Source: an optimization exercise on an open RTL-to-GDS flow (aim: small area). Production flows keep margins and buffers that such runs may drop.
Function was checked by simulation only, so behaviour that the tests miss may differ from the original.
No activity file was given, so power comes from the tool's default toggle rates.

`config.mk`:
```
export PLATFORM = sky130hd
export DESIGN_NAME = blockRunner
export DESIGN_NICKNAME = blockRunner
export VERILOG_FILES = /design/flow/design.v
export SDC_FILE = /design/flow/constraint.sdc
export NUM_CORES = 4
export LEC_CHECK = 0
export CAP_MARGIN = 20
export CORE_MARGIN = 2
export CORE_UTILIZATION = 40
export SLEW_MARGIN = 20
```
`constraint.sdc`:
```
create_clock -name core_clock -period 10.0 [get_ports {CLK}]
set_input_delay 2.0000 -clock core_clock [delete_from_list [all_inputs] [get_ports {CLK}]]
set_output_delay 2.0000 -clock core_clock [all_outputs]
set_load 0.01 [all_outputs]
```
`design.v`:
```
module vga640x480(
    input wire i_clk,            
    input wire i_pix_stb,        
    input wire i_rst,            
    output wire o_hs,            
    output wire o_vs,            
    output wire [9:0] o_hx,      
    output wire [9:0] o_v        
    );
    localparam HX_START = 10'd864;    
    localparam HX_LINE  = 10'd640;    
    reg [9:0] hx;
    reg [9:0] v_count;
    assign o_hs = ~((hx >= 10'd880) & (hx < 10'd976));
    assign o_vs = ~((v_count >= 10'd490) & (v_count < 10'd492));
    assign o_hx = hx;
    assign o_v  = v_count;
    wire wrap_h = i_pix_stb & (hx == HX_LINE);
    always @(posedge i_clk)
    begin
        if ((i_rst & ~i_pix_stb) | wrap_h)
            hx <= HX_START;
        else
            hx <= hx + {9'd0, i_pix_stb};
        if (i_pix_stb & (v_count == 10'd525))
            v_count <= 10'd0;
        else if (wrap_h)
            v_count <= v_count + 1'd1;
        else if (i_rst)
            v_count <= 10'd0;
    end
endmodule
module blockRunner(
    input wire CLK,              
    input wire RST_BTN,          
    output wire VGA_HS_O,        
    output wire VGA_VS_O,        
    output reg [3:0] VGA_R,      
    output reg [3:0] VGA_G,      
    output reg [3:0] VGA_B,      
    output wire a, ba, c, d, e, f, g,
    output wire a1, ba1, c1, d1, e1, f1, g1,
    output wire a2, ba2, c2, d2, e2, f2, g2,
    output wire a3, ba3, c3, d3, e3, f3, g3,
    input SW0,
    input KEY0,
    input KEY1,
    input KEY2,
    input KEY3
    );
    localparam menu = 2'd0, lose = 2'd1, playingDay = 2'd2, playingNight = 2'd3;
    reg [1:0] s;
    wire playing = s[1];
    wire inMenu  = (s == menu);
    wire inLose  = (s == lose);
    wire night   = (s == playingNight);
    reg pix_stb, ph;
    always @(posedge CLK)
        if (!RST_BTN) {pix_stb, ph} <= 2'b00;
        else          {pix_stb, ph} <= {ph, ~ph};
    wire [9:0] hx;
    wire [9:0] v;
    vga640x480 display (
        .i_clk(CLK), .i_pix_stb(pix_stb), .i_rst(~RST_BTN),
        .o_hs(VGA_HS_O), .o_vs(VGA_VS_O), .o_hx(hx), .o_v(v)
    );
    wire blank = hx[9] & hx[8];           
    reg [9:0]  cl;                  
    reg        nightToggle;         
    reg [3:0]  oneC, tenC, hunC, thoC;      
    reg [3:0]  oneH, tenH, hunH, thoH;      
    reg [2:0]  m6;                          
    reg [1:0]  s_d;                         
    reg        SW0_d;
    reg        crouch;              
    reg [12:0] count;
    reg [6:0]  count2;
    reg        st_count2;
    reg [7:0]  dinoYh;              
    reg [1:0]  direction;
    reg [9:0]  P;                   
    reg [2:0]  t1, t2, t4;          
    reg [3:0]  t3;                  
    reg [3:0]  rnd;                 
    reg [1:0]  spd;                 
    reg [12:0] countB1;
    reg [9:0]  countTime;
    wire [8:0] dinoY = {dinoYh, 1'b0};
    function [12:0] step13;
        input [12:0] q;
        step13 = {q[11:0], ~(q[12] ^ q[3] ^ q[2] ^ q[0])};
    endfunction
    function [9:0] step10;
        input [9:0] q;
        step10 = {q[8:0], ~(q[9] ^ q[6])};
    endfunction
    localparam [12:0] S5000 = 13'b0110110000010;    
    localparam [9:0]  S989  = 10'b0100001000;       
    localparam [9:0]  S1000 = 10'b0101100100;       
    reg cstep;                                      
    wire tickT  = (count == S5000);
    wire tickB  = (countB1 == S5000);
    wire sec    = (countTime == S1000);
    wire backDrop = (hx > 0) & (hx < 640) & (v > 300) & (v < 477);
    wire sun      = (hx > 475) & (hx < 550) & (v > 50) & (v < 125);
    wire [9:0] D  = hx - (v[8] ? P : cl);
    wire [9:0] ec3 = D;                        
    wire [9:0] fc1 = hx - {cl[8:0], 1'b0};     
    wire wrap3 = (cl >= 10'd934);
    wire wrap2 = (cl >= 10'd634) & (cl <= 10'd733);
    wire wrap1 = (cl[8:0] >= 9'd417) & (cl[8:0] <= 9'd466);
    wire cloud  = ~blank & ~wrap1 & (fc1 > 10'd90) & (fc1 < 10'd190) & (v > 75)  & (v < 125);
    wire cloud2 = ~blank & ~wrap2 & (ec3 > 10'd290) & (ec3 < 10'd390) & (v > 100) & (v < 150);
    wire cloud3 = ~blank & ~wrap3 & (ec3 != 0) & (ec3 < 10'd90)  & (v > 85)  & (v < 135);
    wire clouds = cloud | cloud2 | cloud3;
    wire star = ((hx > 20)  & (hx < 25)  & (v > 50) & (v < 55))  |
                ((hx > 70)  & (hx < 75)  & (v > 125) & (v < 130)) |
                ((hx > 100) & (hx < 105) & (v > 30) & (v < 35))  |
                ((hx > 150) & (hx < 155) & (v > 65) & (v < 70))  |
                ((hx > 200) & (hx < 205) & (v > 20) & (v < 25))  |
                ((hx > 240) & (hx < 245) & (v > 80) & (v < 85))  |
                ((hx > 300) & (hx < 305) & (v > 90) & (v < 95))  |
                ((hx > 340) & (hx < 345) & (v > 40) & (v < 45))  |
                ((hx > 410) & (hx < 415) & (v > 75) & (v < 80))  |
                ((hx > 450) & (hx < 455) & (v > 90) & (v < 95));
    wire letters = ((hx > 90)  & (v > 120) & (hx < 120) & (v < 250)) |
                   ((hx > 190) & (v > 120) & (hx < 220) & (v < 250)) |
                   ((hx > 90)  & (v > 120) & (hx < 220) & (v < 150)) |
                   ((hx > 90)  & (v > 220) & (hx < 220) & (v < 250)) |
                   ((hx > 285) & (v > 120) & (hx < 315) & (v < 250)) |
                   ((hx > 385) & (v > 120) & (hx < 415) & (v < 250)) |
                   ((hx > 285) & (v > 120) & (hx < 415) & (v < 150)) |
                   ((hx > 285) & (v > 220) & (hx < 415) & (v < 250)) |
                   ((hx > 480) & (v > 120) & (hx < 510) & (v < 250)) |
                   ((hx > 490) & (v > 120) & (hx < 570) & (v < 150)) |
                   ((hx > 490) & (v > 180) & (hx < 550) & (v < 210));
    wire [8:0] dy = v[8:0] - dinoY;
    wire dino = (hx > 75) & (hx < 90) & (dy != 0) & (dy < (crouch ? 9'd20 : 9'd40));
    wire g260 = (v > 260), g265 = (v > 265), g270 = (v > 270), g280 = (v > 280);
    wire l270 = (v < 270), l280 = (v < 280), l290 = (v < 290), l300 = (v < 300);
    function yin;
        input [3:0] t;
        case (t)
            4'd0: yin = g280 & l300;
            4'd1: yin = g260 & l300;
            4'd2: yin = g270 & l300;
            4'd3: yin = g260 & l300;
            4'd4: yin = g265 & l300;
            4'd5: yin = g270 & l280;
            4'd6: yin = g280 & l290;
            4'd7: yin = g260 & l270;
            default: yin = g270 & l300;
        endcase
    endfunction
    function [4:0] wid;
        input [3:0] t;
        case (t)
            4'd1: wid = 5'd15;
            4'd2: wid = 5'd10;
            4'd5, 4'd6, 4'd7: wid = 5'd25;
            default: wid = 5'd20;
        endcase
    endfunction
    wire [4:0] eA = D[4:0];               
    wire [4:0] eB = D[4:0] - 5'd8;        
    wire [4:0] eC = D[4:0] - 5'd2;        
    wire [4:0] eD = D[4:0] + 5'd4;        
    wire RA = (D[9:5] == 5'd0);
    wire RB = (D[9:5] == ((D[4:0] < 5'd8)  ? 5'd22 : 5'd21));
    wire RC = (D[9:5] == ((D[4:0] < 5'd2)  ? 5'd15 : 5'd14));
    wire RD = (D[9:5] == ((D[4:0] < 5'd28) ? 5'd7  : 5'd6));
    wire [4:0] eb = ({5{RA}} & eA) | ({5{RB}} & eB) | ({5{RC}} & eC) | ({5{RD}} & eD);
    wire [3:0] tb = ({4{RA}} & {1'b0, t1}) | ({4{RB}} & {1'b0, t2}) | ({4{RC}} & t3) | ({4{RD}} & {1'b0, t4});
    wire x32 = (hx[9:5] != 0);
    wire anyBlock = ~blank & (eb != 0) & (eb < wid(tb)) & (x32 | (eb <= hx[4:0])) & yin(tb);
    wire recAny = anyBlock & ~x32 & (eb == hx[4:0]);
    wire hit = dino & anyBlock;
    wire inscreen = (hx >= 1) & (hx <= 639) & (v >= 1);
    wire bg = ~(backDrop | sun | anyBlock | dino | clouds) & inscreen;
    reg [1:0] ns;
    always @(*) begin
        case (s)
            menu:         ns = (KEY0 == 1'b0) ? playingDay : menu;
            playingDay:   ns = hit ? lose : (nightToggle ? playingNight : playingDay);
            playingNight: ns = hit ? lose : (!nightToggle ? playingDay : playingNight);
            default:      ns = (KEY1 == 1'b0) ? menu : lose;
        endcase
    end
    always @(posedge CLK or negedge RST_BTN)
        if (RST_BTN == 1'b0) s <= menu;
        else                 s <= ns;
    always @(posedge CLK) begin
        s_d <= s;
        SW0_d <= SW0;
    end
    wire inc_d   = s_d[1] & (countTime == 10'd0);    
    wire night_d = (s_d == playingNight);
    wire rst_d   = ~pix_stb & ~ph;                   
    wire wrap_d  = inc_d & (oneC == 4'd9);           
    wire dn_ev   = playing & wrap_d & m6[0];                                  
    wire spd_ev  = playing & wrap_d & ((m6 == 3'd2) | (m6 == 3'd5)) & (spd != 2'd3);  
    always @(posedge CLK) begin
        if (inMenu) begin
            cl <= 10'd10;
            nightToggle <= 1'b0;
        end else if (playing) begin
            if (cstep) cl <= cl + 1'd1;
            if (dn_ev) nightToggle <= ~nightToggle;
        end
    end
    always @(posedge CLK) begin
        if (!RST_BTN) begin
            countTime <= 10'd0;
            cstep <= 1'b0;
            countB1 <= 13'd0;
        end else if (playing) begin
            countTime <= sec ? 10'd0 : step10(countTime);
            cstep <= (countTime == S989) | (cstep & ~sec);
            countB1 <= tickB ? 13'd0 : step13(countB1);
        end
    end
    wire rec = recAny & playing;
    always @(posedge CLK) begin
        if (inMenu) begin
            P <= 10'd10;
            t1 <= 3'd0;
            t2 <= 3'd3;
            t3 <= 4'd8;
            t4 <= 3'd7;
            spd <= 2'd0;
        end else if (playing) begin
            if (rec & (night ? RA : RD)) t1 <= rnd[3:1];
            if (rec & (night ? RB : RA)) t2 <= rnd[3:1];
            if (rec & (night ? RC : RB)) t3 <= {1'b0, rnd[3:1]};
            if (rec & (night ? RD : RC)) t4 <= rnd[3:1];
            if (tickB) P <= P - {8'd0, spd} - 1'd1;
            if (spd_ev) spd <= spd + 1'd1;
        end
    end
    always @(posedge CLK)
        if (inMenu) rnd <= 4'd15;
        else        rnd <= rnd + 1'd1;
    always @(posedge CLK) begin
        if (s_d == menu) begin
            oneC <= 4'd0; tenC <= 4'd0; hunC <= 4'd0; thoC <= 4'd0;
            m6 <= 3'd0;
        end else if (inc_d) begin
            oneC <= oneC + 1'd1;
            if (oneC >= 4'd9) begin
                tenC <= tenC + 1'd1;
                oneC <= 4'd0;
                m6 <= (m6 == 3'd5) ? 3'd0 : m6 + 1'd1;
            end
            if (night_d ? (tenC >= 4'd9) : (tenC > 4'd9)) begin
                hunC <= hunC + 1'd1;
                tenC <= 4'd0;
            end
            if (night_d ? (hunC >= 4'd9) : (hunC > 4'd9)) begin
                thoC <= thoC + 1'd1;
                hunC <= 4'd0;
            end
        end
        if (rst_d) begin
            oneH <= 4'd0; tenH <= 4'd0; hunH <= 4'd0; thoH <= 4'd0;
        end else if (s_d == lose && {thoC, hunC, tenC, oneC} > {thoH, hunH, tenH, oneH}) begin
            oneH <= oneC; tenH <= tenC; hunH <= hunC; thoH <= thoC;
        end
    end
    wire [3:0] oneOut = SW0_d ? oneH : oneC;
    wire [3:0] tenOut = SW0_d ? tenH : tenC;
    wire [3:0] hunOut = SW0_d ? hunH : hunC;
    wire [3:0] thoOut = SW0_d ? thoH : thoC;
    sevenSeg9  ones(oneOut[3], oneOut[2], oneOut[1], oneOut[0], a, ba, c, d, e, f, g);
    sevenSeg10 tens(tenOut[3], tenOut[2], tenOut[1], tenOut[0], a1, ba1, c1, d1, e1, f1, g1);
    sevenSeg10 hunds(hunOut[3], hunOut[2], hunOut[1], hunOut[0], a2, ba2, c2, d2, e2, f2, g2);
    sevenSeg thous(thoOut[3], thoOut[2], thoOut[1], thoOut[0], a3, ba3, c3, d3, e3, f3, g3);
    always @(posedge CLK) begin
        if (inMenu) crouch <= 1'b0;
        else if (playing) crouch <= ~KEY2;
    end
    always @(posedge CLK) begin
        if (RST_BTN == 1'b0) begin
            count <= 13'd0;
            count2 <= 7'd0;
            st_count2 <= 1'b0;
        end else begin
            count <= tickT ? 13'd0 : step13(count);
            if (st_count2) begin
                if (count2 <= 7'd90) begin
                    if (tickT) count2 <= count2 + 1'd1;
                end else begin
                    st_count2 <= 1'b0;
                    count2 <= 7'd0;
                end
            end
            if (playing) begin
                if (KEY3 == 1'b0) st_count2 <= 1'b1;
                else if (KEY2 == 1'b0 && st_count2) count2 <= 7'd90;
            end
        end
    end
    wire c2rest = (count2 >= 7'd90) | (count2 == 7'd0);
    always @(posedge CLK) begin
        if (inMenu) begin
            dinoYh <= 8'd130;
            direction <= 2'd3;
        end else if (playing) begin
            if (tickT) begin
                if (direction == 2'd1) dinoYh <= dinoYh - 1'd1;
                else if (direction == 2'd2) dinoYh <= dinoYh + 1'd1;
                if (count2 != 0 && count2 <= 7'd45) direction <= 2'd1;
                else if (count2 >= 7'd45 && count2 <= 7'd90) direction <= 2'd2;
                else if (count2 == 7'd0) direction <= 2'd3;
            end else if (c2rest) begin
                dinoYh <= (KEY2 == 1'b0) ? 8'd140 : 8'd130;
            end
        end
    end
    always @(*) begin
        case (s)
            menu, playingDay: begin
                VGA_R[3] = backDrop | sun;
                VGA_G[3] = anyBlock | sun;
                VGA_B[3] = dino | bg;
                VGA_R[2] = backDrop | sun | clouds | bg;
                VGA_G[2] = anyBlock | backDrop | sun | clouds | bg;
                VGA_B[2] = clouds | dino;
                VGA_R[1] = backDrop | sun | clouds | bg;
                VGA_G[1] = backDrop | sun | clouds | bg;
                VGA_B[1] = backDrop | clouds | dino;
                VGA_R[0] = backDrop | clouds;
                VGA_G[0] = clouds;
                VGA_B[0] = clouds | dino | bg;
            end
            playingNight: begin
                VGA_R[3] = sun | star;
                VGA_G[3] = sun | star | anyBlock;
                VGA_B[3] = dino | sun | star;
                VGA_R[2] = backDrop | sun | clouds | star;
                VGA_G[2] = backDrop | sun | clouds | star | anyBlock;
                VGA_B[2] = dino | clouds | sun | star;
                VGA_R[1] = backDrop | sun | clouds | star;
                VGA_G[1] = backDrop | sun | clouds | star;
                VGA_B[1] = backDrop | dino | clouds | sun | star;
                VGA_R[0] = backDrop | clouds | sun | star;
                VGA_G[0] = clouds | sun | star;
                VGA_B[0] = dino | clouds | sun | star;
            end
            default: begin
                VGA_R[0] = backDrop;
                VGA_G[0] = anyBlock;
                VGA_B[0] = 1'b0;
                VGA_R[1] = backDrop | letters;
                VGA_G[1] = 1'b0;
                VGA_B[1] = 1'b0;
                VGA_R[2] = backDrop;
                VGA_G[2] = 1'b0;
                VGA_B[2] = 1'b0;
                VGA_R[3] = backDrop | letters;
                VGA_G[3] = 1'b0;
                VGA_B[3] = 1'b0;
            end
        endcase
    end
endmodule
module sevenSeg(a, b, c, d, o1, o2, o3, o4, o5, o6, o7);
	input a, b, c, d;
	output o1, o2, o3, o4, o5, o6, o7;
	assign o1 =~((~b&~d) | (~a&c) | (b&c) | (a&~d) | (~a&b&d) | (a&~b&~c));
	assign o2 =~((~a&~b) | (~b&~d) | (~a&~c&~d) | (~a&c&d) | (a&~c&d));
	assign o3 =~((~a&~c) | (~a&d) | (~c&d) | (~a&b) | (a&~b));
	assign o4 =~((~a&~b&~d) | (~b&c&d) | (b&~c&d) | (b&c&~d) | (a&~c&~d));
	assign o5 =~((~b&~d) | (c&~d) | (a&c) | (a&b));
	assign o6 =~((~c&~d) | (b&~d) | (a&~b) | (a&c) | (~a&b&~c));
	assign o7 =~((~b&c) | (c&~d) | (a&~b) | (a&d) | (~a&b&~c));
endmodule
module sevenSeg9(a, b, c, d, o1, o2, o3, o4, o5, o6, o7);
	input a, b, c, d;
	output o1, o2, o3, o4, o5, o6, o7;
	assign o1 = (~a&~b&~c&d) | (b&~c&~d);
	assign o2 = (b&~c&d) | (b&c&~d);
	assign o3 = (~b&c&~d);
	assign o4 = (~b&~c&d) | (b&~c&~d) | (b&c&d);
	assign o5 = (b&~c) | d;
	assign o6 = (~a&~b&d) | (~b&c) | (c&d);
	assign o7 = (~a&~b&~c) | (b&c&d);
endmodule
module sevenSeg10(a, b, c, d, o1, o2, o3, o4, o5, o6, o7);
	input a, b, c, d;
	output o1, o2, o3, o4, o5, o6, o7;
	assign o1 = (~a&~b&~c&d) | (b&~c&~d);
	assign o2 = (b&~c&d) | (b&c&~d);
	assign o3 = (~a&~b&c&~d);
	assign o4 = (a&c) | (~b&~c&d) | (b&~c&~d) | (b&c&d);
	assign o5 = (b&~c) | d;
	assign o6 = (~a&~b&c) | (~a&~b&d) | (c&d);
	assign o7 = (~a&~b&~c) | (b&c&d);
endmodule
```
`flow/run.sh`:
```
#!/bin/bash
# Own layout flow: the standard synthesis, then an area re-mapping of the logic between the
# registers (reabc.sh), then the standard layout from floorplan to finish.
# Each tool writes its full output to a log of its own in the work folder.
set -euo pipefail
HERE=$(cd "$(dirname "${BASH_SOURCE[0]}")" && pwd)
WORK=$(cd "$HERE/.." && pwd)
cd "$WORK"
YOSYS=$FLOW_HOME/../tools/install/yosys/bin/yosys
[[ -x $YOSYS ]] || YOSYS=yosys
LIB=$FLOW_HOME/platforms/$FLOW_PLATFORM/lib/sky130_fd_sc_hd__tt_025C_1v80.lib
R=$WORK/orfs/results/$FLOW_PLATFORM/blockRunner/base

bash standard.sh synth > "$WORK/flow_1_synth.log" 2>&1
cp "$R/1_2_yosys.v" "$WORK/1_2_yosys.standard.v"
YOSYS=$YOSYS bash "$HERE/reabc.sh" "$WORK/1_2_yosys.standard.v" "$WORK/1_2_yosys.reabc.v" "$LIB" "$FLOW_TOP" "$WORK/flow_2_reabc.log"
cp "$WORK/1_2_yosys.reabc.v" "$R/1_2_yosys.v"
rm -f "$R/1_synth.odb"
# Port buffers as the standard flow places them, but of the smallest buffer cell; a clock tree of
# small buffers without dummy loads.
bash standard.sh finish \
  "BUFFER_PORTS_ARGS=-buffer_cell sky130_fd_sc_hd__buf_1" \
  "CTS_ARGS=-sink_clustering_enable -repair_clock_nets -dont_use_dummy_load -buf_list sky130_fd_sc_hd__clkbuf_8 -root_buf sky130_fd_sc_hd__clkbuf_16 -sink_clustering_size 20 -sink_clustering_max_diameter 60" \
  > "$WORK/flow_3_layout.log" 2>&1
```
`flow/reabc.sh`:
```
#!/bin/bash
# usage: reabc.sh IN.v OUT.v LIB TOP LOG
# Re-maps the combinational logic of a mapped netlist for area with yosys/abc. The AIG is first
# restructured for size with ABC's &deepsyn (time-limited) from several starts (seeds, and with or
# without a first mapping pass), each then mapped for area; the smallest result is kept.
# Registers and tie cells are kept as black boxes, so their instances, names and cell types stay.
set -euo pipefail
IN=$1; OUT=$2; LIB=$3; TOP=$4; LOG=$5
YOSYS=${YOSYS:-yosys}
DIR=$(dirname "$LOG")/reabc_runs
mkdir -p "$DIR"
KEEP=$(grep -oE 'sky130_fd_sc_hd__(df|edf|sdf|dl|conb)[a-z0-9_]*' "$IN" | sort -u | tr '\n' ' ')
B="strash;dc2;dch,-f;amap;mfs2"
# Eight starts: four seeds of &deepsyn on the netlist as given, four on it after a first area mapping;
# run four at a time.
PRE_0="+strash"
PRE_1="+strash;dc2;dch,-f;map,-a;mfs2;strash"
run_one() {  # tag prefix seed
  local T=$1 PRE=$2 S=$3
  local SCRIPT="$PRE;&get,-n;&deepsyn,-T,240,-S,$S;&put;dch,-f;map,-a;mfs2;$B;$B;strash;dch,-f;amap;topo"
  cat > "$DIR/reabc_$T.ys" <<EOS
read_liberty -ignore_miss_func $LIB
read_verilog $IN
hierarchy -top $TOP
blackbox $KEEP
flatten
opt_clean
stat -liberty $LIB
abc -liberty $LIB -dont_use *lpflow* -dont_use *probe* -script "$SCRIPT"
opt_clean -purge
hilomap -singleton -hicell sky130_fd_sc_hd__conb_1 HI -locell sky130_fd_sc_hd__conb_1 LO
insbuf -buf sky130_fd_sc_hd__buf_1 A X
opt_clean -purge
stat -liberty $LIB
select -module $TOP
write_verilog -noattr -nohex -nodec -selected $DIR/out_$T.v
EOS
  $YOSYS -s "$DIR/reabc_$T.ys" > "$DIR/reabc_$T.log" 2>&1 || true
}
TAGS=""
for P in 0 1; do
  for S in 1 2 3 4; do
    PREV=PRE_$P
    run_one "p${P}s$S" "${!PREV}" $S &
    TAGS="$TAGS p${P}s$S"
  done
  wait
done
BEST=""; BESTA=""
for S in $TAGS; do
  A=""
  if [[ $(grep -c "Chip area" "$DIR/reabc_$S.log" || true) -ge 2 ]]; then
    A=$(grep "Chip area" "$DIR/reabc_$S.log" | tail -1 | awk '{print $NF}')
  fi
  echo "start $S: area $A" >> "$LOG"
  if [[ -s "$DIR/out_$S.v" && -n "$A" ]] && { [[ -z "$BESTA" ]] || awk -v a="$A" -v b="$BESTA" 'BEGIN{exit !(a<b)}'; }; then
    BEST=$S; BESTA=$A
  fi
done
[[ -n "$BEST" ]] || { echo "no result" >> "$LOG"; exit 1; }
echo "kept start $BEST: area $BESTA" >> "$LOG"
cp "$DIR/out_$BEST.v" "$OUT"
```
`standard.sh`:
```
#!/bin/bash
# synth_recipe.tcl (not shown) runs the flow's synth.tcl, then flattens the netlist and writes it again
# the make line also repeats each setting of config.mk as NAME=value (left out here)
make -C /OpenROAD-flow-scripts/flow DESIGN_CONFIG=/design/flow/config.mk WORK_HOME=/design/flow/orfs CLKGATE_MAP_FILE= SYNTH_SCRIPT=/design/flow/synth_recipe.tcl "${@:-finish}"
```
==> flow_metrics.tcl <==
set metrics [dict create \
    status "finished clean" \
    worstPathArrival_ns 7.34 \
    place.port_buffers 48 \
    skew_ns 0.0334 \
    cp_max_fo 11 \
    clk_path_buf_depth 2 \
    finalHoldViolCount 0 \
    crit_required_ns 8.00 \
    post-route-util_pct 44.8 \
    clkSlewWorstSetupHoldPaths_ns 0.08 \
    finalCritPeriodShare_pct 93.4 \
    stdcell_count 1643 \
    routed_wl_um 24900 \
    antenna_found_initial 0 \
    r2r_cells 45 \
    syn_avg_cell_area_um2 6.82 \
    layout_min_cycle_time_ns 9.34 \
    setup_tns_ns 0 \
    die_area_um2 23200 \
    slowest_stage "dfxtp_4" \
    reg2reg_to "t3[1]" \
    worst_setup_path_end_kind "primary output" \
    fillers 2261 \
    min_path_type "flop to flop" \
    hold_path_end "rnd[0]" \
    syn_inst 1289 \
    routabilityCongestion 0.936 \
    dp_slack_ns 0.255 \
    cap_violations 0 \
    routed_via_density 5.72 \
    final.setup.worst_slack_ns 0.664 \
    ys_warn_count 2 \
    drtIter0Drc 901 \
    grt_max_degree 23 \
    rr_startpoint "display.v_count[8]" \
    setup_viol 0 \
    fin_nets 1372 \
    detail-route-antenna-nets 0 \
    crit_type "flop to primary output" \
    hpwl_um 19100 \
    finalMaxSlewViolations 0 \
    grtUsageTotal_pct 21.2 \
    die_h_um 152 \
    post_drt_wl_per_cell_um 15.2 \
    die_w_um 152 \
    ctsHtreeMaxLevel 4 \
    coreArea_um2 21700 \
    start_util_pct 40.5 \
    placed_area_um2 9380 \
    max_stage_delay_ns 0.43 \
    vias 9399 \
    final_area_um2 9720 \
    n_antenna_cell 0 \
    grt_pass1_wl_um 40900 \
    grt_overflow 0 \
    power_per_cell_area_nw_per_um2 150 \
    start_kind "flop" \
    power_leakage_uw 0.00328 \
    syn_nets 1296 \
    dp_cells 1625 \
    hold_depth 1 \
    area_growth_pct 10.5 \
    cts_tree "yes" \
    clk_latency_ns 0.39 \
    worstHoldStart "rnd[0]" \
    clkSinkCount 158 \
    r2r_setup_slack_ns 2.77 \
    grt_pass1_vias 8292 \
    cts_root_buffer "clkbuf_16" \
    ios 49 \
    syn_area_um2 8790 \
    drc 0 \
    rows 54 \
    slew_headroom_pct 34.4 \
    cts_made_buffers 17 \
    firstDrtPassIters 6 \
    rsz0062_at_grt "no" \
    worstMarginPinSlew_ns 0.984 \
    irDropWorstVdd_mv 0.118 \
    max_freq_ghz 0.107 \
    drive_above_1_share_pct 3.08 \
]
[worst max-delay path: cells and delay by family (launching register included)]
family / cells / cell delay [ns]
and+or+nand+nor: 16 / 2.53
buffers and inverters: 8 / 1.14
DFF: 1 / 0.43
AOI/OAI and AO/OA: 18 / 2.86
[registers in the layout (all words and copies together), names as in the netlist, 7 cells and up]
name,count
countB1,13
count,13
P,10
cl,10
countTime,10
display.hx,10
display.v_count,10
dinoYh,8
count2,7
[layout make-up]
| type | instances | area [um2] | area share, % |
|---|---|---|---|
| multi-input cells | 928 | 4930 | 50.7 |
| repair buffers | 57 | 248 | 2.55 |
| clock buffers | 17 | 245 | 2.52 |
| well taps | 280 | 350 | 3.61 |
| inverters | 203 | 766 | 7.88 |
| flip-flops and latches | 158 | 3180 | 32.7 |
[cells in the final DEF, fill, tap and decap left out, types with 3 or more instances in the layout]
cell and count:
nor2b_1 8, o21ai_1 3, nand4_1 11, or2_0 14, o31ai_1 4, or3_1 12
o21a_1 17, a32oi_1 3, a221oi_1 4, clkbuf_8 16, dfxtp_1 154, a31oi_1 19
o32a_1 3, buf_4 9, nor2_1 272, o221ai_1 10, o22a_1 10, o32ai_1 16
a22oi_1 9, buf_1 48, a211oi_1 19, nor4_1 21, o21ai_0 84, o21bai_1 8
nor3b_1 3, clkinv_1 200, o22ai_1 93, nand2_1 98, or4_1 5, nor3_1 51
o311ai_0 3, nand3_1 17, and3_1 8, a21oi_1 71
[layer usage]
metal  up-vias  global-route usage (%)  routed length [um]  share of wire, %
met5         -                    1.04                   0                 0
met1      4210                    30.5               12000                48
met2       361                    32.5               10700                43
met3        59                    3.41                1730               6.9
li1       4769                       -                   -                 -
met4         0                    6.45                 515               2.1
[worst max-delay path by stage]
stage          depth (start not counted)        to                from  slack [ns]
6_report                              42  VGA_R[1]  display.v_count[8]        0.66
5_1_grt                               40  VGA_R[1]  display.v_count[8]        0.02
4_1_cts                               42  VGA_R[1]  display.v_count[8]        0.06
3_5_place_dp                          42  VGA_R[1]  display.v_count[8]        0.26
3_3_place_gp                          41  VGA_R[1]  display.v_count[8]        0.65
2_1_floorplan                         40  VGA_R[1]  display.v_count[8]        0.99
[stage by stage]
| step | power [uW] | hold slack (ns) |
|---|---|---|
| 2_1_floorplan | 1000 | 0.371 |
| 3_3_place_gp | 1100 | 0.382 |
| 3_5_place_dp | 1100 | 0.383 |
| 4_1_cts | 1470 | 0.404 |
| 5_1_grt | 1560 | 0.431 |
| 6_report | 1460 | 0.402 |
[where the power goes]
group / internal [uW] / leakage (uW) / total, uW / switching (uW)
combinational: 123 / 0.00186 / 354 / 231
sequential: 681 / 0.00130 / 737 / 55.8
clock: 161 / 0.000127 / 370 / 209
total: 965 / 0.00328 / 1460 / 496
[repair_timing]
action	in CTS	in global routing
gates resized for setup	2	20
setup endpoints to repair	3	8
hold buffers	0	0
pin swaps	0	1
buffers inserted	0	1

[what the ideal ports hide]
Ports are ideal in the flow. The routed layout listed here was re-timed in OpenROAD. Step 1 (the two cells are an assumption about what drives the block):
set clk [get_ports {CLK}]
set_driving_cell -lib_cell sky130_fd_sc_hd__clkbuf_16 $clk
set_driving_cell -lib_cell sky130_fd_sc_hd__buf_2 [delete_from_list [all_inputs] $clk]
Step 2 adds t to the input delays and takes it off the output delays; t is the mean of the earliest and latest rising clock arrival at the registers after step 1. Input paths then give back, and output paths get back, about the clock's delay inside the block. Slacks: ideal / step 1 / step 2; pairs: ideal / step 1.
shift t [ns]: 0.415
setup WS [ns]: 0.664 / 0.621 / 1.036
worst hold slack (ns): 0.402 / 0.402 / 0.402
After both steps this run still meets setup and hold. For this run, drivers alone change the setup slack by -0.043 ns; drivers and shift together by +0.372 ns.
